Background: an optimization exercise with open tools, aiming at small area, a short achievable clock period and few clock cycles. Do not read the settings as production practice. Function was checked by simulation only, so behaviour that the tests miss may differ from the original. Power and IR drop assume default switching activity.

File: flow/run.sh
#!/bin/bash
# synth_recipe.tcl (not shown) runs the flow's synth.tcl, then flattens the netlist and writes it again
# the make line also repeats each setting of config.mk as NAME=value (left out here)
make -C /OpenROAD-flow-scripts/flow DESIGN_CONFIG=/design/flow/config.mk WORK_HOME=/design/flow/orfs CLKGATE_MAP_FILE= SYNTH_SCRIPT=/design/flow/synth_recipe.tcl finish
File: flow/config.mk
export PLATFORM = sky130hd
export DESIGN_NAME = cpu
export DESIGN_NICKNAME = cpu
export VERILOG_FILES = /design/flow/design.v
export SDC_FILE = /design/flow/constraint.sdc
export NUM_CORES = 4
export LEC_CHECK = 0
export CAP_MARGIN = 20
export CORE_MARGIN = 2
export CORE_UTILIZATION = 40
export SLEW_MARGIN = 20
File: flow/constraint.sdc
create_clock -name core_clock -period 8.0 [get_ports {clk}]
set_input_delay 1.6000 -clock core_clock [delete_from_list [all_inputs] [get_ports {clk}]]
set_output_delay 1.6000 -clock core_clock [all_outputs]
set_load 0.01 [all_outputs]
File: flow/design.v
module ALUb
	(output reg [7:0] Result,
	output reg [3:0] NZVC,  
	input wire [7:0] A, B,
	input wire [2:0] ALU_Sel);
	always @ (*)
		begin
			case (ALU_Sel)
				3'b000: begin		 
							{NZVC[0], Result} = A + B; 		 
							NZVC[3] = Result[7];			 
							if (Result==0)
								NZVC[2] = 1;				 
							else
								NZVC[2] = 0;
							if (A[7]==0 && B[7]==0 && Result[7]==1) 		 
								NZVC[1] = 1;
							else if (A[7]==1 && B[7]==1 && Result[7]==0)
								NZVC[1] = 1;
							else
								NZVC[1] = 0;
						end
				3'b001: begin		 
							{NZVC[0], Result} = A + 1;
							NZVC[3] = Result[7];
							if (Result==0)
								NZVC[2] = 1;
							else
								NZVC[2] = 0;
							if (A[7]==0 && Result[7]==1) 
								NZVC[1] = 1;
							else
								NZVC[1] = 0;
						end	
				3'b010: begin		 
							{NZVC[0], Result} = A - B;
							NZVC[3] = Result[7];
							if (Result==0)
								NZVC[2] = 1;
							else
								NZVC[2] = 0;
							if (A[7]==0 && B[7]==1 && Result[7]==1) 
								NZVC[1] = 1;
							else if (A[7]==1 && B[7]==0 && Result[7]==0)
								NZVC[1] = 1;
							else 
								NZVC[1] = 0;
						end
				3'b011: begin		 
							{NZVC[0], Result} = A - 1;
							NZVC[3] = Result[7];
							if (Result==0)
								NZVC[2] = 1;
							else
								NZVC[2] = 0;
							if (A[7]==1 && Result[7]==0) 
								NZVC[1] = 1;
							else 
								NZVC[1] = 0;          
						end	
				3'b100: begin			 
							Result = A & B;
							NZVC[3] = Result[7];
							if (Result==0)
								NZVC[2] = 1;
							else
								NZVC[2] = 0;
							NZVC[1] = 0;
							NZVC[0] = 0;
						end
				3'b101: begin		 
							Result = A | B;
							NZVC[3] = Result[7];
							if (Result==0)
								NZVC[2] = 1;
							else
								NZVC[2] = 0;
							NZVC[1] = 0;
							NZVC[0] = 0;
						end
				3'b110: begin		 
							Result = A ^ B;
							NZVC[3] = Result[7];
							if (Result==0)
								NZVC[2] = 1;
							else
								NZVC[2] = 0;
							NZVC[1] = 0;
							NZVC[0] = 0;
						end
				3'b111: begin		 
							Result = ~A;
							NZVC[3] = Result[7];
							if (Result==0)
								NZVC[2] = 1;
							else
								NZVC[2] = 0;
							NZVC[1] = 0;
							NZVC[0] = 0;
						end	
				default: begin
							Result = 8'hXX;
							NZVC = 4'hX; 
						end
				endcase	
		end	
endmodule
module data_path 
	(output reg [7:0] address,
	output reg [7:0] to_memory,
	output reg [7:0] IR_out,
	output reg [3:0] CCR_Result, 
	input wire [7:0] from_memory,
	input wire [2:0] ALU_Sel,
	input wire [1:0] Bus1_Sel, Bus2_Sel,
	input wire IR_Load, MAR_Load, PC_Load, A_Load, B_Load, CCR_Load, PC_Inc,
	input wire Clk, Reset);
	wire [3:0] NZVC;
	reg [7:0] IR;
	reg [7:0] Bus1, Bus2;
	reg [7:0] PC, MAR, A, B;
	wire [7:0] ALU_Result;
	always @ (Bus1_Sel, PC, A, B) 
	begin: MUX_BUS1
		case (Bus1_Sel)
			2'b00 : Bus1 = PC;
			2'b01 : Bus1 = A;
			2'b10 : Bus1 = B; 
			default : Bus1 = 8'h00;
		endcase 
	end
	always @ (Bus2_Sel, ALU_Result, Bus1, from_memory) 
	begin: MUX_BUS2
		case (Bus2_Sel)
			2'b00 : Bus2 = ALU_Result;
			2'b01 : Bus2 = Bus1;
			2'b10 : Bus2 = from_memory; 
			default : Bus2 = 8'h00;
		endcase 
	end	
	always @ (Bus1, MAR) 
	begin
		to_memory = Bus1;
		address = MAR; 
	end
	always @ (posedge Clk or negedge Reset)
	begin: INSTRUCTION_REGISTER
		if (!Reset) begin
			IR <= 8'h00;
			IR_out <= 8'h00;  
		end else begin
			if (IR_Load) begin
				IR <= Bus2;
				IR_out <= Bus2;
			end
		end
	end
	always @ (posedge Clk or negedge Reset)
	begin: MEMORY_ADDRESS_REGISTER
		if (!Reset)
			MAR <= 8'h00;
		else
			if (MAR_Load)
				MAR <= Bus2;
	end
	always @ (posedge Clk or negedge Reset)
	begin: PROGRAM_COUNTER
		if (!Reset)
			PC <= 8'h00;
		else
			if (PC_Load)
				PC <= Bus2;
			else if (PC_Inc)
				PC <= MAR + 1;
	end
	always @ (posedge Clk or negedge Reset)  
	begin: A_REGISTER
		if (!Reset)
			A <= 8'h00;
		else
			if (A_Load)
				A <= Bus2;
	end
	always @ (posedge Clk or negedge Reset)  
	begin: B_REGISTER
		if (!Reset)
			B <= 8'h00;
		else
			if (B_Load)
				B <= Bus2;
	end
	ALUb alu(.A(A), .B(B), .ALU_Sel(ALU_Sel), .NZVC(NZVC), .Result(ALU_Result));  
	always @ (posedge Clk or negedge Reset)  
	begin: CONDITION_CODE_REGISTER
		if (!Reset)
			CCR_Result <= 4'h0;
		else
			if (CCR_Load)
				CCR_Result <= NZVC;
	end
endmodule
module control_unit 
	(output reg IR_Load, 
	 output reg MAR_Load, 
	 output reg PC_Load, PC_Inc, 
	 output reg A_Load, B_Load,
	 output reg CCR_Load,
	 output reg [2:0] ALU_Sel,
	 output reg [1:0] Bus1_Sel, Bus2_Sel,
	 output reg write, 
	 input wire [7:0] IR, 
	 input wire [3:0] CCR_Result,
     input wire Clk, Reset);
  	reg [7:0] current_state, next_state;
  	parameter S0_FETCH = 0,   
              S1_FETCH = 1,
              S2_FETCH = 2,
              S3_DECODE = 3,  
              S4_LDA_IMM = 4,  
              S5_LDA_IMM = 5,
              S6_LDA_IMM = 6,
              S4_LDA_DIR = 7,  
              S5_LDA_DIR = 8,
              S6_LDA_DIR = 9,
              S7_LDA_DIR = 10,
              S8_LDA_DIR = 11,
			  S4_STA_DIR = 12,  
			  S5_STA_DIR = 13, 
			  S6_STA_DIR = 14, 
			  S7_STA_DIR = 15, 
			  S4_LDB_IMM = 16,  
			  S5_LDB_IMM = 17,
			  S6_LDB_IMM = 18,
			  S4_LDB_DIR = 19,  
			  S5_LDB_DIR = 20,
			  S6_LDB_DIR = 21,
			  S7_LDB_DIR = 22,
			  S8_LDB_DIR = 23,
			  S4_STB_DIR = 24,  
			  S5_STB_DIR = 25,
			  S6_STB_DIR = 26,
			  S7_STB_DIR = 27,
			  S4_BRA = 28,  
			  S5_BRA = 29,
			  S6_BRA = 30,
			  S4_BEQ = 31,  
			  S5_BEQ = 32,
			  S6_BEQ = 33,
			  S7_BEQ = 34,  
			  S4_BNE = 35,  
			  S5_BNE = 36,
			  S6_BNE = 37,
			  S7_BNE = 38,  
			  S4_BMI = 39,  
			  S5_BMI = 40,
			  S6_BMI = 41, 
			  S7_BMI = 42,  
			  S4_BPL = 43,  
			  S5_BPL = 44,
			  S6_BPL = 45,
			  S7_BPL = 46,  
			  S4_BVS = 47,  
			  S5_BVS = 48,
			  S6_BVS = 49,
			  S7_BVS = 50,  
			  S4_BVC = 51,  
			  S5_BVC = 52, 
			  S6_BVC = 53,
			  S7_BVC = 54,  
			  S4_BCS = 55,  
			  S5_BCS = 56,
			  S6_BCS = 57,
			  S7_BCS = 58,  
			  S4_BCC = 59,  
			  S5_BCC = 60,
			  S6_BCC = 61,
			  S7_BCC = 62,  
			  S4_ADD_AB = 63,  
			  S4_SUB_AB = 64,  
			  S4_AND_AB = 65,  
			  S4_OR_AB = 66,  
 			  S4_INCA = 67,  
			  S4_INCB = 68,  
			  S4_DECA = 69,  
			  S4_DECB = 70,  
			  S4_XORAB = 71,  
			  S4_NOTA = 72,  
			  S4_NOTB = 73,  
			  S4_ADDAB_LDB = 74,  
			  S8_BSKIP = 75;  
			  parameter LDA_IMM = 8'h86;  
			  parameter LDA_DIR = 8'h87;  
			  parameter LDB_IMM = 8'h88;  
			  parameter LDB_DIR = 8'h89;  
			  parameter STA_DIR = 8'h96;  
			  parameter STB_DIR = 8'h97;  
			  parameter ADD_AB = 8'h42;  
			  parameter SUB_AB = 8'h43;  
			  parameter AND_AB = 8'h44;  
			  parameter OR_AB = 8'h45;  
			  parameter INCA = 8'h46;  
			  parameter INCB = 8'h47;  
			  parameter DECA = 8'h48;  
			  parameter DECB = 8'h49;  
			  parameter XOR_AB = 8'h4A;  
			  parameter NOTA = 8'h4B;  
			  parameter NOTB = 8'h4C;  
			  parameter ADDAB_LDB = 8'h4D;  
			  parameter BRA = 8'h20;  
			  parameter BMI = 8'h21;  
			  parameter BPL = 8'h22;  
			  parameter BEQ = 8'h23;  
			  parameter BNE = 8'h24;  
			  parameter BVS = 8'h25;  
			  parameter BVC = 8'h26;  
			  parameter BCS = 8'h27;  
			  parameter BCC = 8'h28;  
  	always @ (posedge Clk or negedge Reset)
  		begin: STATE_MEMORY
  			if (!Reset)
  				current_state <= S0_FETCH;
  			else
  				current_state <= next_state;
  		end
  	always @ (*)
  		begin: NEXT_STATE_LOGIC
  			case (current_state)
  				S0_FETCH : next_state = S1_FETCH;
  				S1_FETCH : next_state = S2_FETCH;
  				S2_FETCH : next_state = S3_DECODE;
  				S3_DECODE : if (IR == LDA_IMM) next_state = S4_LDA_IMM;
  							 else if (IR == LDA_DIR) next_state = S4_LDA_DIR;
  							 else if (IR == STA_DIR) next_state = S4_STA_DIR;
							 else if (IR == LDB_IMM) next_state = S4_LDB_IMM;
							 else if (IR == LDB_DIR) next_state = S4_LDB_DIR;
							 else if (IR == STA_DIR) next_state = S4_STA_DIR;
							 else if (IR == STB_DIR) next_state = S4_STB_DIR;
							 else if (IR == ADD_AB) next_state = S4_ADD_AB;
							 else if (IR == ADDAB_LDB) next_state = S4_ADDAB_LDB;
							 else if (IR == SUB_AB) next_state = S4_SUB_AB;
							 else if (IR == AND_AB) next_state = S4_AND_AB;
							 else if (IR == OR_AB) next_state = S4_OR_AB;
							 else if (IR == INCA) next_state = S4_INCA;
							 else if (IR == INCB) next_state = S4_INCB;
							 else if (IR == DECA) next_state = S4_DECA;
							 else if (IR == DECB) next_state = S4_DECB;
							 else if (IR == XOR_AB) next_state = S4_XORAB;
							 else if (IR == NOTA) next_state = S4_NOTA;
							 else if (IR == NOTB) next_state = S4_NOTB;
							 else if (IR == BRA) next_state = S4_BRA;
							 else if (IR == BMI) 
								begin
									if (CCR_Result[3] == 1)
										next_state = S4_BMI;
									else
										next_state = S7_BMI;
								end
							 else if (IR == BPL) 
								begin
									if (CCR_Result[3] == 0)
										next_state = S4_BPL;
									else
										next_state = S7_BPL;
								end
							 else if (IR == BEQ) 
							 	begin
									if (CCR_Result[2] == 1)
										next_state = S4_BEQ;
									else
										next_state = S7_BEQ;
								end
							 else if (IR == BNE) 
							 	begin
									if (CCR_Result[2] == 0)
										next_state = S4_BNE;
									else
										next_state = S7_BNE;
								end
							 else if (IR == BVS) 
							 	begin
									if (CCR_Result[1] == 1)
										next_state = S4_BVS;
									else
										next_state = S7_BVS;
								end
							 else if (IR == BVC) 
							 	begin
									if (CCR_Result[1] == 0)
										next_state = S4_BVC;
									else
										next_state = S7_BVC;
								end
							 else if (IR == BCS) 
							 	begin
									if (CCR_Result[0] == 1)
										next_state = S4_BCS;
									else
										next_state = S7_BCS;
								end
							 else if (IR == BCC) 
							 	begin
									if (CCR_Result[0] == 0)
										next_state = S4_BCC;
									else
										next_state = S7_BCC;
								end
							 else next_state = S3_DECODE;  
  				S4_LDA_IMM : next_state = S5_LDA_IMM;  
  				S5_LDA_IMM : next_state = S6_LDA_IMM;
				S6_LDA_IMM : next_state = S0_FETCH;
				S4_LDA_DIR : next_state = S5_LDA_DIR;
				S5_LDA_DIR : next_state = S6_LDA_DIR;
				S6_LDA_DIR : next_state = S7_LDA_DIR;
				S7_LDA_DIR : next_state = S8_LDA_DIR;
				S8_LDA_DIR : next_state = S0_FETCH;
				S4_STA_DIR : next_state = S5_STA_DIR;
				S5_STA_DIR : next_state = S6_STA_DIR;
				S6_STA_DIR : next_state = S7_STA_DIR;
				S7_STA_DIR : next_state = S0_FETCH;
				S4_LDB_IMM : next_state = S5_LDB_IMM;
				S5_LDB_IMM : next_state = S6_LDB_IMM;
				S6_LDB_IMM : next_state = S0_FETCH;
				S4_LDB_DIR : next_state = S5_LDB_DIR;
				S5_LDB_DIR : next_state = S6_LDB_DIR;
				S6_LDB_DIR : next_state = S7_LDB_DIR;
				S7_LDB_DIR : next_state = S8_LDB_DIR;
				S8_LDB_DIR : next_state = S0_FETCH;
				S4_STB_DIR : next_state = S5_STB_DIR;
				S5_STB_DIR : next_state = S6_STB_DIR;
				S6_STB_DIR : next_state = S7_STB_DIR;
				S7_STB_DIR : next_state = S0_FETCH;
				S4_BRA : next_state = S5_BRA;
				S5_BRA : next_state = S6_BRA;
				S6_BRA : next_state = S0_FETCH;
			  	S4_BEQ : next_state = S5_BEQ;
				S5_BEQ : next_state = S6_BEQ;
				S6_BEQ : next_state = S0_FETCH;
				S7_BEQ : next_state = S8_BSKIP;
				S4_BNE : next_state = S5_BNE;
				S5_BNE : next_state = S6_BNE;
				S6_BNE : next_state = S0_FETCH;
				S7_BNE : next_state = S8_BSKIP;
				S4_BMI : next_state = S5_BMI;
				S5_BMI : next_state = S6_BMI;
				S6_BMI : next_state = S0_FETCH;
				S7_BMI : next_state = S8_BSKIP;
				S4_BPL : next_state = S5_BPL;
				S5_BPL : next_state = S6_BPL;
				S6_BPL : next_state = S0_FETCH;
				S7_BPL : next_state = S8_BSKIP;
				S4_BVS : next_state = S5_BVS;
				S5_BVS : next_state = S6_BVS;
				S6_BVS : next_state = S0_FETCH;
				S7_BVS : next_state = S8_BSKIP;
				S4_BVC : next_state = S5_BVC;
				S5_BVC : next_state = S6_BVC;
				S6_BVC : next_state = S0_FETCH;
				S7_BVC : next_state = S8_BSKIP;
				S4_BCS : next_state = S5_BCS;
				S5_BCS : next_state = S6_BCS;
				S6_BCS : next_state = S0_FETCH;
				S7_BCS : next_state = S8_BSKIP;
				S4_BCC : next_state = S5_BCC;
				S5_BCC : next_state = S6_BCC;
				S6_BCC : next_state = S0_FETCH;
				S7_BCC : next_state = S8_BSKIP;
				S8_BSKIP : next_state = S0_FETCH;
				S4_ADD_AB : next_state = S0_FETCH;
				S4_SUB_AB : next_state = S0_FETCH;
				S4_AND_AB : next_state = S0_FETCH;
				S4_OR_AB : next_state = S0_FETCH;
				S4_INCA : next_state = S0_FETCH;
  				default  : next_state = S0_FETCH;
  			endcase
  		end
  		always @ (*)
  			begin: OUTPUT_LOGIC
  				case (current_state)
  					S0_FETCH : 
  						begin  
  							IR_Load = 0;
							MAR_Load = 1;
							PC_Load = 0;
							PC_Inc = 0;
 							A_Load = 0;
							B_Load = 0;
 							ALU_Sel = 3'b000;
 							CCR_Load = 0;
 							Bus1_Sel = 2'b00;  
  							Bus2_Sel = 2'b01;  
 							write = 0;
						end
					S1_FETCH : 
  						begin  
  							IR_Load = 0;
							MAR_Load = 0;
							PC_Load = 0;
							PC_Inc = 1;
 							A_Load = 0;
							B_Load = 0;
 							ALU_Sel = 3'b000;
 							CCR_Load = 0;
 							Bus1_Sel = 2'b00;  
  							Bus2_Sel = 2'b01;  
 							write = 0;
						end
					S2_FETCH :
						begin  
							IR_Load = 1;
							MAR_Load = 0;
							PC_Load = 0;
							PC_Inc = 0;
 							A_Load = 0;
							B_Load = 0;
 							ALU_Sel = 3'b000;
 							CCR_Load = 0;
 							Bus1_Sel = 2'b00;  
  							Bus2_Sel = 2'b10;  
 							write = 0;
						end
					S3_DECODE : 
  						begin  
  							IR_Load = 0;
							MAR_Load = 0;
							PC_Load = 0;
							PC_Inc = 0;
 							A_Load = 0;
							B_Load = 0;
 							ALU_Sel = 3'b000;
 							CCR_Load = 0;
 							Bus1_Sel = 2'b00;  
  							Bus2_Sel = 2'b01;  
 							write = 0;
						end
					S4_LDA_IMM : 
  						begin  
  							IR_Load = 0;
							MAR_Load = 1;
							PC_Load = 0;
							PC_Inc = 0;
 							A_Load = 0;
							B_Load = 0;
 							ALU_Sel = 3'b000;
 							CCR_Load = 0;
 							Bus1_Sel = 2'b00;  
  							Bus2_Sel = 2'b01;  
 							write = 0;
						end
					S5_LDA_IMM : 
  						begin  
  							IR_Load = 0;
							MAR_Load = 0;
							PC_Load = 0;
							PC_Inc = 1;
 							A_Load = 0;
							B_Load = 0;
 							ALU_Sel = 3'b000;
 							CCR_Load = 0;
 							Bus1_Sel = 2'b00;  
  							Bus2_Sel = 2'b10;  
 							write = 0;
						end
					S6_LDA_IMM : 
  						begin  
  							IR_Load = 0;
							MAR_Load = 0;
							PC_Load = 0;
							PC_Inc = 0;
 							A_Load = 1;
							B_Load = 0;
 							ALU_Sel = 3'b000;
 							CCR_Load = 0;
 							Bus1_Sel = 2'b00;  
  							Bus2_Sel = 2'b10;  
 							write = 0;
						end
					S4_LDA_DIR : 
  						begin  
  							IR_Load = 0;
							MAR_Load = 1;
							PC_Load = 0;
							PC_Inc = 0;
 							A_Load = 0;
							B_Load = 0;
 							ALU_Sel = 3'b000;
 							CCR_Load = 0;
 							Bus1_Sel = 2'b00;  
  							Bus2_Sel = 2'b01;  
 							write = 0;
						end
					S5_LDA_DIR : 
  						begin  
  							IR_Load = 0;
							MAR_Load = 0;
							PC_Load = 0;
							PC_Inc = 1;
 							A_Load = 0;
							B_Load = 0;
 							ALU_Sel = 3'b000;
 							CCR_Load = 0;
 							Bus1_Sel = 2'b00;  
  							Bus2_Sel = 2'b10;  
 							write = 0;
						end
					S6_LDA_DIR : 
  						begin  
  							IR_Load = 0;
							MAR_Load = 1;
							PC_Load = 0;
							PC_Inc = 0;
 							A_Load = 0;
							B_Load = 0;
 							ALU_Sel = 3'b000;
 							CCR_Load = 0;
 							Bus1_Sel = 2'b00;  
  							Bus2_Sel = 2'b10;  
 							write = 0;
						end
					S7_LDA_DIR :
						begin  
  							IR_Load = 0;
							MAR_Load = 0;
							PC_Load = 0;
							PC_Inc = 0;
 							A_Load = 0;
							B_Load = 0;
 							ALU_Sel = 3'b000;
 							CCR_Load = 0;
 							Bus1_Sel = 2'b00;  
  							Bus2_Sel = 2'b10;  
 							write = 0;
						end
					S8_LDA_DIR :
						begin  
  							IR_Load = 0;
							MAR_Load = 0;
							PC_Load = 0;
							PC_Inc = 0;
 							A_Load = 1;
							B_Load = 0;
 							ALU_Sel = 3'b000;
 							CCR_Load = 0;
 							Bus1_Sel = 2'b00;  
  							Bus2_Sel = 2'b10;  
 							write = 0;
						end
					S4_LDB_IMM : 
  						begin  
  							IR_Load = 0;
							MAR_Load = 1;
							PC_Load = 0;
							PC_Inc = 0;
 							A_Load = 0;
							B_Load = 0;
 							ALU_Sel = 3'b000;
 							CCR_Load = 0;
 							Bus1_Sel = 2'b00;  
  							Bus2_Sel = 2'b01;  
 							write = 0;
						end
					S5_LDB_IMM : 
  						begin  
  							IR_Load = 0;
							MAR_Load = 0;
							PC_Load = 0;
							PC_Inc = 1;
 							A_Load = 0;
							B_Load = 0;
 							ALU_Sel = 3'b000;
 							CCR_Load = 0;
 							Bus1_Sel = 2'b00;  
  							Bus2_Sel = 2'b10;  
 							write = 0;
						end
					S6_LDB_IMM : 
  						begin  
  							IR_Load = 0;
							MAR_Load = 0;
							PC_Load = 0;
							PC_Inc = 0;
 							A_Load = 0;
							B_Load = 1;
 							ALU_Sel = 3'b000;
 							CCR_Load = 0;
 							Bus1_Sel = 2'b00;  
  							Bus2_Sel = 2'b10;  
 							write = 0;
						end
					S4_LDB_DIR : 
  						begin  
  							IR_Load = 0;
							MAR_Load = 1;
							PC_Load = 0;
							PC_Inc = 0;
 							A_Load = 0;
							B_Load = 0;
 							ALU_Sel = 3'b000;
 							CCR_Load = 0;
 							Bus1_Sel = 2'b00;  
  							Bus2_Sel = 2'b01;  
 							write = 0;
						end
					S5_LDB_DIR : 
  						begin  
  							IR_Load = 0;
							MAR_Load = 0;
							PC_Load = 0;
							PC_Inc = 1;
 							A_Load = 0;
							B_Load = 0;
 							ALU_Sel = 3'b000;
 							CCR_Load = 0;
 							Bus1_Sel = 2'b00;  
  							Bus2_Sel = 2'b10;  
 							write = 0;
						end
					S6_LDB_DIR : 
  						begin  
  							IR_Load = 0;
							MAR_Load = 1;
							PC_Load = 0;
							PC_Inc = 0;
 							A_Load = 0;
							B_Load = 0;
 							ALU_Sel = 3'b000;
 							CCR_Load = 0;
 							Bus1_Sel = 2'b00;  
  							Bus2_Sel = 2'b10;  
 							write = 0;
						end
					S7_LDB_DIR : 
  						begin  
  							IR_Load = 0;
							MAR_Load = 0;
							PC_Load = 0;
							PC_Inc = 0;
 							A_Load = 0;
							B_Load = 0;
 							ALU_Sel = 3'b000;
 							CCR_Load = 0;
 							Bus1_Sel = 2'b00;  
  							Bus2_Sel = 2'b10;  
 							write = 0;
						end
					S8_LDB_DIR :
						begin  
  							IR_Load = 0;
							MAR_Load = 0;
							PC_Load = 0;
							PC_Inc = 0;
 							A_Load = 0;
							B_Load = 1;
 							ALU_Sel = 3'b000;
 							CCR_Load = 0;
 							Bus1_Sel = 2'b00;  
  							Bus2_Sel = 2'b10;  
 							write = 0;
						end
					S4_STA_DIR : 
  						begin  
  							IR_Load = 0;
							MAR_Load = 1;
							PC_Load = 0;
							PC_Inc = 0;
 							A_Load = 0;
							B_Load = 0;
 							ALU_Sel = 3'b000;
 							CCR_Load = 0;
 							Bus1_Sel = 2'b00;  
  							Bus2_Sel = 2'b01;  
 							write = 0;
						end
					S5_STA_DIR : 
  						begin  
  							IR_Load = 0;
							MAR_Load = 0;
							PC_Load = 0;
							PC_Inc = 1;
 							A_Load = 0;
							B_Load = 0;
 							ALU_Sel = 3'b000;
 							CCR_Load = 0;
 							Bus1_Sel = 2'b00;  
  							Bus2_Sel = 2'b10;  
 							write = 0;
						end
					S6_STA_DIR : 
  						begin  
  							IR_Load = 0;
							MAR_Load = 1;
							PC_Load = 0;
							PC_Inc = 0;
 							A_Load = 0;
							B_Load = 0;
 							ALU_Sel = 3'b000;
 							CCR_Load = 0;
 							Bus1_Sel = 2'b00;  
  							Bus2_Sel = 2'b10;  
 							write = 0;
						end
					S7_STA_DIR : 
  						begin  
  							IR_Load = 0;
							MAR_Load = 0;
							PC_Load = 0;
							PC_Inc = 0;
 							A_Load = 0;
							B_Load = 0;
 							ALU_Sel = 3'b000;
 							CCR_Load = 0;
 							Bus1_Sel = 2'b01;  
  							Bus2_Sel = 2'b00;  
 							write = 1;
						end
					S4_STB_DIR : 
  						begin  
  							IR_Load = 0;
							MAR_Load = 1;
							PC_Load = 0;
							PC_Inc = 0;
 							A_Load = 0;
							B_Load = 0;
 							ALU_Sel = 3'b000;
 							CCR_Load = 0;
 							Bus1_Sel = 2'b00;  
  							Bus2_Sel = 2'b01;  
 							write = 0;
						end
					S5_STB_DIR : 
  						begin  
  							IR_Load = 0;
							MAR_Load = 0;
							PC_Load = 0;
							PC_Inc = 1;
 							A_Load = 0;
							B_Load = 0;
 							ALU_Sel = 3'b000;
 							CCR_Load = 0;
 							Bus1_Sel = 2'b00;  
  							Bus2_Sel = 2'b10;  
 							write = 0;
						end
					S6_STB_DIR : 
  						begin  
  							IR_Load = 0;
							MAR_Load = 1;
							PC_Load = 0;
							PC_Inc = 0;
 							A_Load = 0;
							B_Load = 0;
 							ALU_Sel = 3'b000;
 							CCR_Load = 0;
 							Bus1_Sel = 2'b00;  
  							Bus2_Sel = 2'b10;  
 							write = 0;
						end
					S7_STB_DIR : 
  						begin  
  							IR_Load = 0;
							MAR_Load = 0;
							PC_Load = 0;
							PC_Inc = 0;
 							A_Load = 0;
							B_Load = 0;
 							ALU_Sel = 3'b000;
 							CCR_Load = 0;
 							Bus1_Sel = 2'b10;  
  							Bus2_Sel = 2'b00;  
 							write = 1;
						end
					S4_ADD_AB : 
  						begin  
  							IR_Load = 0;
							MAR_Load = 0;
							PC_Load = 0;
							PC_Inc = 0;
 							A_Load = 1;
							B_Load = 0;
 							ALU_Sel = 3'b000;
 							CCR_Load = 1;
 							Bus1_Sel = 2'b01;  
  							Bus2_Sel = 2'b00;  
 							write = 0;
						end
					S4_SUB_AB :
						begin  
							IR_Load = 0;
							MAR_Load = 0;
							PC_Load = 0;
							PC_Inc = 0;
 							A_Load = 1;
							B_Load = 0;
 							ALU_Sel = 3'b010;
 							CCR_Load = 1;
 							Bus1_Sel = 2'b01;  
  							Bus2_Sel = 2'b00;  
 							write = 0;
						end
					S4_AND_AB :
						begin  
							IR_Load = 0;
							MAR_Load = 0;
							PC_Load = 0;
							PC_Inc = 0;
 							A_Load = 1;
							B_Load = 0;
 							ALU_Sel = 3'b100;
 							CCR_Load = 1;
 							Bus1_Sel = 2'b01;  
  							Bus2_Sel = 2'b00;  
 							write = 0;
						end
					S4_OR_AB :
						begin  
							IR_Load = 0;
							MAR_Load = 0;
							PC_Load = 0;
							PC_Inc = 0;
 							A_Load = 1;
							B_Load = 0;
 							ALU_Sel = 3'b101;
 							CCR_Load = 1;
 							Bus1_Sel = 2'b01;  
  							Bus2_Sel = 2'b00;  
 							write = 0;
						end
					S4_INCA :
						begin  
							IR_Load = 0;
							MAR_Load = 0;
							PC_Load = 0;
							PC_Inc = 0;
 							A_Load = 1;
							B_Load = 0;
 							ALU_Sel = 3'b001;
 							CCR_Load = 1;
 							Bus1_Sel = 2'b01;  
  							Bus2_Sel = 2'b00;  
 							write = 0;
						end
					S4_DECA :
						begin  
							IR_Load = 0;
							MAR_Load = 0;
							PC_Load = 0;
							PC_Inc = 0;
 							A_Load = 1;
							B_Load = 0;
 							ALU_Sel = 3'b011;
 							CCR_Load = 1;
 							Bus1_Sel = 2'b01;  
  							Bus2_Sel = 2'b00;  
 							write = 0;
						end
					S4_XORAB :
						begin  
							IR_Load = 0;
							MAR_Load = 0;
							PC_Load = 0;
							PC_Inc = 0;
 							A_Load = 1;
							B_Load = 0;
 							ALU_Sel = 3'b110;
 							CCR_Load = 1;
 							Bus1_Sel = 2'b01;  
  							Bus2_Sel = 2'b00;  
 							write = 0;
						end
					S4_NOTA :
						begin  
							IR_Load = 0;
							MAR_Load = 0;
							PC_Load = 0;
							PC_Inc = 0;
 							A_Load = 1;
							B_Load = 0;
 							ALU_Sel = 3'b111;
 							CCR_Load = 1;
 							Bus1_Sel = 2'b01;  
  							Bus2_Sel = 2'b00;  
 							write = 0;
						end
					S4_ADDAB_LDB :
						begin  
							IR_Load = 0;
							MAR_Load = 0;
							PC_Load = 0;
							PC_Inc = 0;
 							A_Load = 0;
							B_Load = 1;
 							ALU_Sel = 3'b000;
 							CCR_Load = 1;
 							Bus1_Sel = 2'b01;  
  							Bus2_Sel = 2'b00;  
 							write = 0;
						end
					S4_INCB :
						begin  
							IR_Load = 0;
							MAR_Load = 0;
							PC_Load = 0;
							PC_Inc = 0;
							A_Load = 0;
							B_Load = 1;
							ALU_Sel = 3'b001;
							CCR_Load = 1;
							Bus1_Sel = 2'b10;  
							Bus2_Sel = 2'b00;  
							write = 0;
						end
					S4_DECB :
						begin  
							IR_Load = 0;
							MAR_Load = 0;
							PC_Load = 0;
							PC_Inc = 0;
							A_Load = 0;
							B_Load = 1;
							ALU_Sel = 3'b011;
							CCR_Load = 1;
							Bus1_Sel = 2'b10;  
							Bus2_Sel = 2'b00;  
							write = 0;
						end
					S4_NOTB :
						begin  
							IR_Load = 0;
							MAR_Load = 0;
							PC_Load = 0;
							PC_Inc = 0;
							A_Load = 0;
							B_Load = 1;
							ALU_Sel = 3'b111;
							CCR_Load = 1;
							Bus1_Sel = 2'b10;  
							Bus2_Sel = 2'b00;  
							write = 0;
						end
					S4_BRA :
						begin  
							IR_Load = 0;
							MAR_Load = 1;
							PC_Load = 0;
							PC_Inc = 0;
							A_Load = 0;
							B_Load = 0;
							ALU_Sel = 3'b000;
							CCR_Load = 0;
							Bus1_Sel = 2'b00;  
							Bus2_Sel = 2'b01;  
							write = 0;
						end
					S5_BRA :
						begin  
							IR_Load = 0;
							MAR_Load = 0;
							PC_Load = 0;
							PC_Inc = 0;
							A_Load = 0;
							B_Load = 0;
							ALU_Sel = 3'b000;
							CCR_Load = 0;
							Bus1_Sel = 2'b00;  
							Bus2_Sel = 2'b10;  
							write = 0;
						end
					S6_BRA :
						begin  
							IR_Load = 0;
							MAR_Load = 0;
							PC_Load = 1;
							PC_Inc = 0;
							A_Load = 0;
							B_Load = 0;
							ALU_Sel = 3'b000;
							CCR_Load = 0;
							Bus1_Sel = 2'b00;  
							Bus2_Sel = 2'b10;  
							write = 0;
						end
					S4_BMI :
						begin  
							IR_Load = 0;
							MAR_Load = 1;
							PC_Load = 0;
							PC_Inc = 0;
							A_Load = 0;
							B_Load = 0;
							ALU_Sel = 3'b000;
							CCR_Load = 0;
							Bus1_Sel = 2'b00;  
							Bus2_Sel = 2'b01;  
							write = 0;
						end
					S5_BMI :
						begin  
							IR_Load = 0;
							MAR_Load = 0;
							PC_Load = 0;
							PC_Inc = 0;
							A_Load = 0;
							B_Load = 0;
							ALU_Sel = 3'b000;
							CCR_Load = 0;
							Bus1_Sel = 2'b00;  
							Bus2_Sel = 2'b10;  
							write = 0;
						end
					S6_BMI :
						begin  
							IR_Load = 0;
							MAR_Load = 0;
							PC_Load = 1;
							PC_Inc = 0;
							A_Load = 0;
							B_Load = 0;
							ALU_Sel = 3'b000;
							CCR_Load = 0;
							Bus1_Sel = 2'b00;  
							Bus2_Sel = 2'b10;  
							write = 0;
						end
					S7_BMI :
						begin  
							IR_Load = 0;
							MAR_Load = 1;
							PC_Load = 0;
							PC_Inc = 0;
							A_Load = 0;
							B_Load = 0;
							ALU_Sel = 3'b000;
							CCR_Load = 0;
							Bus1_Sel = 2'b00;  
							Bus2_Sel = 2'b01;  
							write = 0;
						end
					S4_BPL :
						begin  
							IR_Load = 0;
							MAR_Load = 1;
							PC_Load = 0;
							PC_Inc = 0;
							A_Load = 0;
							B_Load = 0;
							ALU_Sel = 3'b000;
							CCR_Load = 0;
							Bus1_Sel = 2'b00;  
							Bus2_Sel = 2'b01;  
							write = 0;
						end
					S5_BPL :
						begin  
							IR_Load = 0;
							MAR_Load = 0;
							PC_Load = 0;
							PC_Inc = 0;
							A_Load = 0;
							B_Load = 0;
							ALU_Sel = 3'b000;
							CCR_Load = 0;
							Bus1_Sel = 2'b00;  
							Bus2_Sel = 2'b10;  
							write = 0;
						end
					S6_BPL :
						begin  
							IR_Load = 0;
							MAR_Load = 0;
							PC_Load = 1;
							PC_Inc = 0;
							A_Load = 0;
							B_Load = 0;
							ALU_Sel = 3'b000;
							CCR_Load = 0;
							Bus1_Sel = 2'b00;  
							Bus2_Sel = 2'b10;  
							write = 0;
						end
					S7_BPL :
						begin  
							IR_Load = 0;
							MAR_Load = 1;
							PC_Load = 0;
							PC_Inc = 0;
							A_Load = 0;
							B_Load = 0;
							ALU_Sel = 3'b000;
							CCR_Load = 0;
							Bus1_Sel = 2'b00;  
							Bus2_Sel = 2'b01;  
							write = 0;
						end
					S4_BEQ :
						begin  
							IR_Load = 0;
							MAR_Load = 1;
							PC_Load = 0;
							PC_Inc = 0;
							A_Load = 0;
							B_Load = 0;
							ALU_Sel = 3'b000;
							CCR_Load = 0;
							Bus1_Sel = 2'b00;  
							Bus2_Sel = 2'b01;  
							write = 0;
						end
					S5_BEQ :
						begin  
							IR_Load = 0;
							MAR_Load = 0;
							PC_Load = 0;
							PC_Inc = 0;
							A_Load = 0;
							B_Load = 0;
							ALU_Sel = 3'b000;
							CCR_Load = 0;
							Bus1_Sel = 2'b00;  
							Bus2_Sel = 2'b10;  
							write = 0;
						end
					S6_BEQ :
						begin  
							IR_Load = 0;
							MAR_Load = 0;
							PC_Load = 1;
							PC_Inc = 0;
							A_Load = 0;
							B_Load = 0;
							ALU_Sel = 3'b000;
							CCR_Load = 0;
							Bus1_Sel = 2'b00;  
							Bus2_Sel = 2'b10;  
							write = 0;
						end
					S7_BEQ :
						begin  
							IR_Load = 0;
							MAR_Load = 1;
							PC_Load = 0;
							PC_Inc = 0;
							A_Load = 0;
							B_Load = 0;
							ALU_Sel = 3'b000;
							CCR_Load = 0;
							Bus1_Sel = 2'b00;  
							Bus2_Sel = 2'b01;  
							write = 0;
						end
					S4_BNE :
						begin  
							IR_Load = 0;
							MAR_Load = 1;
							PC_Load = 0;
							PC_Inc = 0;
							A_Load = 0;
							B_Load = 0;
							ALU_Sel = 3'b000;
							CCR_Load = 0;
							Bus1_Sel = 2'b00;  
							Bus2_Sel = 2'b01;  
							write = 0;
						end
					S5_BNE :
						begin  
							IR_Load = 0;
							MAR_Load = 0;
							PC_Load = 0;
							PC_Inc = 0;
							A_Load = 0;
							B_Load = 0;
							ALU_Sel = 3'b000;
							CCR_Load = 0;
							Bus1_Sel = 2'b00;  
							Bus2_Sel = 2'b10;  
							write = 0;
						end
					S6_BNE :
						begin  
							IR_Load = 0;
							MAR_Load = 0;
							PC_Load = 1;
							PC_Inc = 0;
							A_Load = 0;
							B_Load = 0;
							ALU_Sel = 3'b000;
							CCR_Load = 0;
							Bus1_Sel = 2'b00;  
							Bus2_Sel = 2'b10;  
							write = 0;
						end
					S7_BNE :
						begin  
							IR_Load = 0;
							MAR_Load = 1;
							PC_Load = 0;
							PC_Inc = 0;
							A_Load = 0;
							B_Load = 0;
							ALU_Sel = 3'b000;
							CCR_Load = 0;
							Bus1_Sel = 2'b00;  
							Bus2_Sel = 2'b01;  
							write = 0;
						end
					S4_BVS :
						begin  
							IR_Load = 0;
							MAR_Load = 1;
							PC_Load = 0;
							PC_Inc = 0;
							A_Load = 0;
							B_Load = 0;
							ALU_Sel = 3'b000;
							CCR_Load = 0;
							Bus1_Sel = 2'b00;  
							Bus2_Sel = 2'b01;  
							write = 0;
						end
					S5_BVS :
						begin  
							IR_Load = 0;
							MAR_Load = 0;
							PC_Load = 0;
							PC_Inc = 0;
							A_Load = 0;
							B_Load = 0;
							ALU_Sel = 3'b000;
							CCR_Load = 0;
							Bus1_Sel = 2'b00;  
							Bus2_Sel = 2'b10;  
							write = 0;
						end
					S6_BVS :
						begin  
							IR_Load = 0;
							MAR_Load = 0;
							PC_Load = 1;
							PC_Inc = 0;
							A_Load = 0;
							B_Load = 0;
							ALU_Sel = 3'b000;
							CCR_Load = 0;
							Bus1_Sel = 2'b00;  
							Bus2_Sel = 2'b10;  
							write = 0;
						end
					S7_BVS :
						begin  
							IR_Load = 0;
							MAR_Load = 1;
							PC_Load = 0;
							PC_Inc = 0;
							A_Load = 0;
							B_Load = 0;
							ALU_Sel = 3'b000;
							CCR_Load = 0;
							Bus1_Sel = 2'b00;  
							Bus2_Sel = 2'b01;  
							write = 0;
						end
					S4_BVC :
						begin  
							IR_Load = 0;
							MAR_Load = 1;
							PC_Load = 0;
							PC_Inc = 0;
							A_Load = 0;
							B_Load = 0;
							ALU_Sel = 3'b000;
							CCR_Load = 0;
							Bus1_Sel = 2'b00;  
							Bus2_Sel = 2'b01;  
							write = 0;
						end
					S5_BVC :
						begin  
							IR_Load = 0;
							MAR_Load = 0;
							PC_Load = 0;
							PC_Inc = 0;
							A_Load = 0;
							B_Load = 0;
							ALU_Sel = 3'b000;
							CCR_Load = 0;
							Bus1_Sel = 2'b00;  
							Bus2_Sel = 2'b10;  
							write = 0;
						end
					S6_BVC :
						begin  
							IR_Load = 0;
							MAR_Load = 0;
							PC_Load = 1;
							PC_Inc = 0;
							A_Load = 0;
							B_Load = 0;
							ALU_Sel = 3'b000;
							CCR_Load = 0;
							Bus1_Sel = 2'b00;  
							Bus2_Sel = 2'b10;  
							write = 0;
						end
					S7_BVC :
						begin  
							IR_Load = 0;
							MAR_Load = 1;
							PC_Load = 0;
							PC_Inc = 0;
							A_Load = 0;
							B_Load = 0;
							ALU_Sel = 3'b000;
							CCR_Load = 0;
							Bus1_Sel = 2'b00;  
							Bus2_Sel = 2'b01;  
							write = 0;
						end
					S4_BCS :
						begin  
							IR_Load = 0;
							MAR_Load = 1;
							PC_Load = 0;
							PC_Inc = 0;
							A_Load = 0;
							B_Load = 0;
							ALU_Sel = 3'b000;
							CCR_Load = 0;
							Bus1_Sel = 2'b00;  
							Bus2_Sel = 2'b01;  
							write = 0;
						end
					S5_BCS :
						begin  
							IR_Load = 0;
							MAR_Load = 0;
							PC_Load = 0;
							PC_Inc = 0;
							A_Load = 0;
							B_Load = 0;
							ALU_Sel = 3'b000;
							CCR_Load = 0;
							Bus1_Sel = 2'b00;  
							Bus2_Sel = 2'b10;  
							write = 0;
						end
					S6_BCS :
						begin  
							IR_Load = 0;
							MAR_Load = 0;
							PC_Load = 1;
							PC_Inc = 0;
							A_Load = 0;
							B_Load = 0;
							ALU_Sel = 3'b000;
							CCR_Load = 0;
							Bus1_Sel = 2'b00;  
							Bus2_Sel = 2'b10;  
							write = 0;
						end
					S7_BCS :
						begin  
							IR_Load = 0;
							MAR_Load = 1;
							PC_Load = 0;
							PC_Inc = 0;
							A_Load = 0;
							B_Load = 0;
							ALU_Sel = 3'b000;
							CCR_Load = 0;
							Bus1_Sel = 2'b00;  
							Bus2_Sel = 2'b01;  
							write = 0;
						end
					S4_BCC :
						begin  
							IR_Load = 0;
							MAR_Load = 1;
							PC_Load = 0;
							PC_Inc = 0;
							A_Load = 0;
							B_Load = 0;
							ALU_Sel = 3'b000;
							CCR_Load = 0;
							Bus1_Sel = 2'b00;  
							Bus2_Sel = 2'b01;  
							write = 0;
						end
					S5_BCC :
						begin  
							IR_Load = 0;
							MAR_Load = 0;
							PC_Load = 0;
							PC_Inc = 0;
							A_Load = 0;
							B_Load = 0;
							ALU_Sel = 3'b000;
							CCR_Load = 0;
							Bus1_Sel = 2'b00;  
							Bus2_Sel = 2'b10;  
							write = 0;
						end
					S6_BCC :
						begin  
							IR_Load = 0;
							MAR_Load = 0;
							PC_Load = 1;
							PC_Inc = 0;
							A_Load = 0;
							B_Load = 0;
							ALU_Sel = 3'b000;
							CCR_Load = 0;
							Bus1_Sel = 2'b00;  
							Bus2_Sel = 2'b10;  
							write = 0;
						end
					S7_BCC :
						begin  
							IR_Load = 0;
							MAR_Load = 1;
							PC_Load = 0;
							PC_Inc = 0;
							A_Load = 0;
							B_Load = 0;
							ALU_Sel = 3'b000;
							CCR_Load = 0;
							Bus1_Sel = 2'b00;  
							Bus2_Sel = 2'b01;  
							write = 0;
						end
					S8_BSKIP :
						begin  
							IR_Load = 0;
							MAR_Load = 0;
							PC_Load = 0;
							PC_Inc = 1;
							A_Load = 0;
							B_Load = 0;
							ALU_Sel = 3'b000;
							CCR_Load = 0;
							Bus1_Sel = 2'b00;  
							Bus2_Sel = 2'b10;  
							write = 0;
						end
					default : 
						begin
							IR_Load = 0;
							MAR_Load = 0;
							PC_Load = 0;
							PC_Inc = 0;
							A_Load = 0;
							B_Load = 0;
							ALU_Sel = 3'b000;
							CCR_Load = 0;
							Bus1_Sel = 2'b00;  
							Bus2_Sel = 2'b00;  
							write = 0;
						end
  				endcase
  			end
endmodule
module cpu 
	(output wire [7:0] address,
	 output wire [7:0] to_memory,
	 output wire write,
	 input wire [7:0] from_memory, 
     input wire clk, reset);
        wire IR_Load;
    wire MAR_Load;
    wire PC_Load;
    wire PC_Inc;
    wire A_Load;
    wire B_Load;
    wire CCR_Load;
    wire[2:0] ALU_Sel;
    wire[1:0] Bus1_Sel, Bus2_Sel;
    wire[7:0] IR;
    wire[3:0] CCR_Result;
	control_unit ctrl_un0 (
        .IR_Load(IR_Load),
        .MAR_Load(MAR_Load),
        .PC_Load(PC_Load),
        .PC_Inc(PC_Inc),
        .A_Load(A_Load),
        .B_Load(B_Load),
        .CCR_Load(CCR_Load),
        .ALU_Sel(ALU_Sel),
        .Bus1_Sel(Bus1_Sel),
        .Bus2_Sel(Bus2_Sel),
        .write(write),
        .IR(IR),
        .CCR_Result(CCR_Result),
        .Clk(clk),
        .Reset(reset)
	);
	data_path dt_pht0 (
		.address(address),
        .to_memory(to_memory),
        .IR_out(IR),
        .CCR_Result(CCR_Result),
        .from_memory(from_memory),
        .ALU_Sel(ALU_Sel),
        .Bus1_Sel(Bus1_Sel),
        .Bus2_Sel(Bus2_Sel),
        .IR_Load(IR_Load),
        .MAR_Load(MAR_Load),
        .PC_Load(PC_Load),
        .PC_Inc(PC_Inc),
        .A_Load(A_Load),
        .B_Load(B_Load),
        .CCR_Load(CCR_Load),
        .Clk(clk),
        .Reset(reset)
	);
endmodule
==> qor.yml <==
grt:
  grt_max_degree: 54
  grt_pass1_vias: 6260
  grt.total_usage: 0.277
  grt-ovfl-total: 0
  grt_pass1_wl_mm: 35.8
  antenna_found_initial: 0
placed_design:
  post-place-ws_ns: 2.96
  gp_routability_congestion: 1.03
  port_buffers: 26
  hpwl_mm: 17.1
sta:
  setup_slack_ns: 2.58
  setup_viol: 0
  max-slew-margin-rel: 0.294
  setup_tns_ns: 0
  fin_crit_sh: 0.677
  max_freq_mhz: 185
  drv_slew: 0
  tightest_slew_ns: 1.06
  post-route-min-period_ns: 5.42
  fin_skew_ns: 0.00616
  rsz0062_at_grt: "false"
  hold_viol: 0
setup_path:
  cp.required_ns: 6.40
  crit_path_top_delay_cell: "or4_1"
  start_kind: "register"
  critPathCaptureType: "output pin"
  path_cells: "ha_1 > nand2b_1 > or4_1 > and2_1 > a21oi_1 > a2bb2oi_1 > inv_1 > clkdlybuf4s50_1"
  critPathKind: "register to output pin"
  crit_fanout: 17
  slowest_delay_ns: 0.69
  cp_data_arrival_time_ns: 3.82
  ff2ff_path_depth: 9
final_layout:
  layout.nets: 846
  antenna_cells: 0
  fillers: 1539
  drive_gt1_frac: 0.0728
  syn_to_final_growth_pct: 6.51
synthesis:
  async_flop_share: 1.00
  post_synth_num_cell_types: 89
  ys_top_cells_by_count: "71 x nand2_1, 67 x a21oi_1, 63 x nor2_1"
  synth.net_count: 866
  yosysWarnings: 3
  synth_top_area_cell: "dfrtp_1"
  ys_seq_area_frac: 0.206
  ys_ff_latch: 51
  synth.top_cells.by_area: "dfrtp_1 21%, ha_1 7.7%, a21oi_1 5.4%, nand2_1 4.3%, o21ai_0 3.9%"
  synth_cells: 816
  synth_area_sq_um: 6180
  synth_most_common_cell: "nand2_1"
  synth-main-ff-cell: "dfrtp_1"
  synth_edf_count: 0
  synth_top_area_frac: 0.206
  avgSynthCellArea_sq_um: 7.58
route:
  vias: 6608
  dr.first_iter.drc_count: 1005
  wirelength_mm: 22.7
  dr.pass1.iters: 6
  ant_nets: 0
  wl_per_cell_um: 23.1
  drc_errors: 0
  viasPerCell: 6.71
die:
  fp.dieArea_sq_um: 16500
  fp.dieH_um: 128
  fp.coreArea_sq_um: 15100
  die_w_um: 128
  rows: 45
  io-pin-count: 27
  initial_core_util: 0.408
clock_network:
  cts_hold_buf: 0
  cts_setup_buffers: 0
  clock_path_buffers: 2
  postCtsResizedCells: 0
  cts_sinks: 51
  h-tree-depth: 2
  clkLatencyLatePin_ns: 0.30
  clkTransAtPathRegs_ns: 0.07
  numCtsBuffers: 5
  cts_tree: "done"
  clockRootBuffer: "clkbuf_16"
flow_run:
  cap_violations: 0
worst_hold_path:
  hold_path.class: "register to register"
  holdPathStages: 2
power_and_ir_drop:
  power_leakage_nw: 2.56
  peakVddDrop_uv: 315
  power_mw: 3.37
  p_per_area_nw_per_um2: 512
outcome:
  status: "timing/DRC/antenna clean"
[logic make-up after synthesis]
| logic type | synth area share |
|---|---|
| compound gates | 0.296 |
| xor+xnor | 0.0354 |
| fa+ha+maj | 0.0834 |
| buf+inv | 0.0649 |
| flops | 0.206 |
| mux | 0.0587 |
| simple gates | 0.255 |
[path summary, 6_finish.rpt]
kind	from	end	slack (ns)
worst max-delay path	ctrl_un0.current_state[1]	to_memory[2]	2.58
min in group asynchronous	reset	dt_pht0.MAR[2]	1.41
worst max register to register	ctrl_un0.current_state[1]	dt_pht0.PC[5]	3.69
worst min register to register	dt_pht0.B[5]	dt_pht0.B[5]	0.55
max in group asynchronous	reset	dt_pht0.A[5]	6.14
worst min-delay path	dt_pht0.B[5]	dt_pht0.B[5]	0.55
[cell usage in the layout (no fill, tap or decap), drive strengths merged, types with 6 or more instances in the layout]
cell type      synthesis  layout
nand4                  8       8
nor4b                  6       6
a21oi                 68      68
inv                   34      35
nor3                  33      33
nor2                  63      63
dfrtp                 51      51
nor3b                  9       9
o21ai                 59      59
o211ai                13      13
mux2i                  7       7
mux2                  22      22
o31ai                 10      10
nor4                   9       9
clkdlybuf4s50          0      25
nor2b                 18      18
nand2                 71      71
or3                    6       6
a21o                   7       7
o22ai                 14      14
nand3                 27      27
ha                    38      38
a31oi                 18      18
a221o                  9       9
a211oi                 9       9
xor2                   8       8
nand2b                12      12
o311ai                 6       6
a221oi                 7       7
and3                  16      16
xnor2                 17      17
[critical path, delay by kind of cell (launching register included)]
family	cells	cell delay, ns
compound gates	2	0.46
fa+ha+maj	1	0.66
buf+inv	2	0.55
flops	1	0.56
simple gates	3	1.27
[where the power goes]
part | leakage, nW | internal, mW | total [mW] | switching [mW]
logic | 1.86 | 0.943 | 2.51 | 1.57
clock network | 0.0717 | 0.118 | 0.220 | 0.102
registers | 0.625 | 0.375 | 0.644 | 0.269
total | 2.56 | 1.44 | 3.37 | 1.94
[state kept, by name, summed over array words and instances (netlist names)]
register	count
dt_pht0.A	8
dt_pht0.B	8
dt_pht0.IR_out	8
dt_pht0.MAR	8
dt_pht0.PC	8
ctrl_un0.current_state	7
dt_pht0.CCR_Result	4
[layer usage]
metal | part of all wire | up-vias | track usage
li1 | - | 3016 | -
met1 | 0.42 | 3118 | 0.383
met2 | 0.44 | 408 | 0.432
met3 | 0.10 | 66 | 0.0603
met4 | 0.031 | 0 | 0.0892
met5 | 0 | - | 0
[layout make-up]
class | count | area [sq um] | share of cell area
Clock buffer | 5 | 125 | 0.0190
Clock inverter | 3 | 23.8 | 0.00361
Inverter | 36 | 135 | 0.0205
Multi-Input combinational cell | 672 | 4510 | 0.684
Sequential cell | 51 | 1280 | 0.194
Tap cell | 188 | 235 | 0.0357
Timing Repair Buffer | 30 | 285 | 0.0433
[stage by stage]
stage / hold WS [ns] / area [sq um] / cells / util
finish: 0.552 / 6590 / 985 / 0.435
global route: 0.597 / 6590 / 985 / 0.435
CTS: 0.553 / 6590 / 985 / 0.435
detailed placement: 0.536 / 6440 / 977 / 0.425
global placement: 0.513 / 6440 / 977 / 0.425
floorplan: 0.482 / 6180 / 816 / -
Testbench counts, summed over its fixed seeds: cycles 200,438.

-- separate check: timing with driven ports --
No port has a modelled driver above. Below, the same layout with a new extraction and two added sets of constraints. Step 1, drivers: a clkbuf_16 drives clk and a buf_2 each remaining input, both assumed. Step 2, shift: input delay + t, output delay - t, t = (earliest + latest rising clock arrival at the registers) / 2. This alone moves slack from input paths to output paths. Three values: ideal, step 1, step 2; two values: the first two.
shift t [ns]: 0.328
slack for setup (ns): 2.582 / 2.547 / 2.875
worst setup path at the end: register to output
worst register clock-pin slew, ns: 0.07 / 0.07
worst data-port slew with drivers (ns): 0.03
After both steps this run still meets setup and hold. The setup slack of this run moves by -0.035 ns with the drivers and by +0.293 ns with both steps.
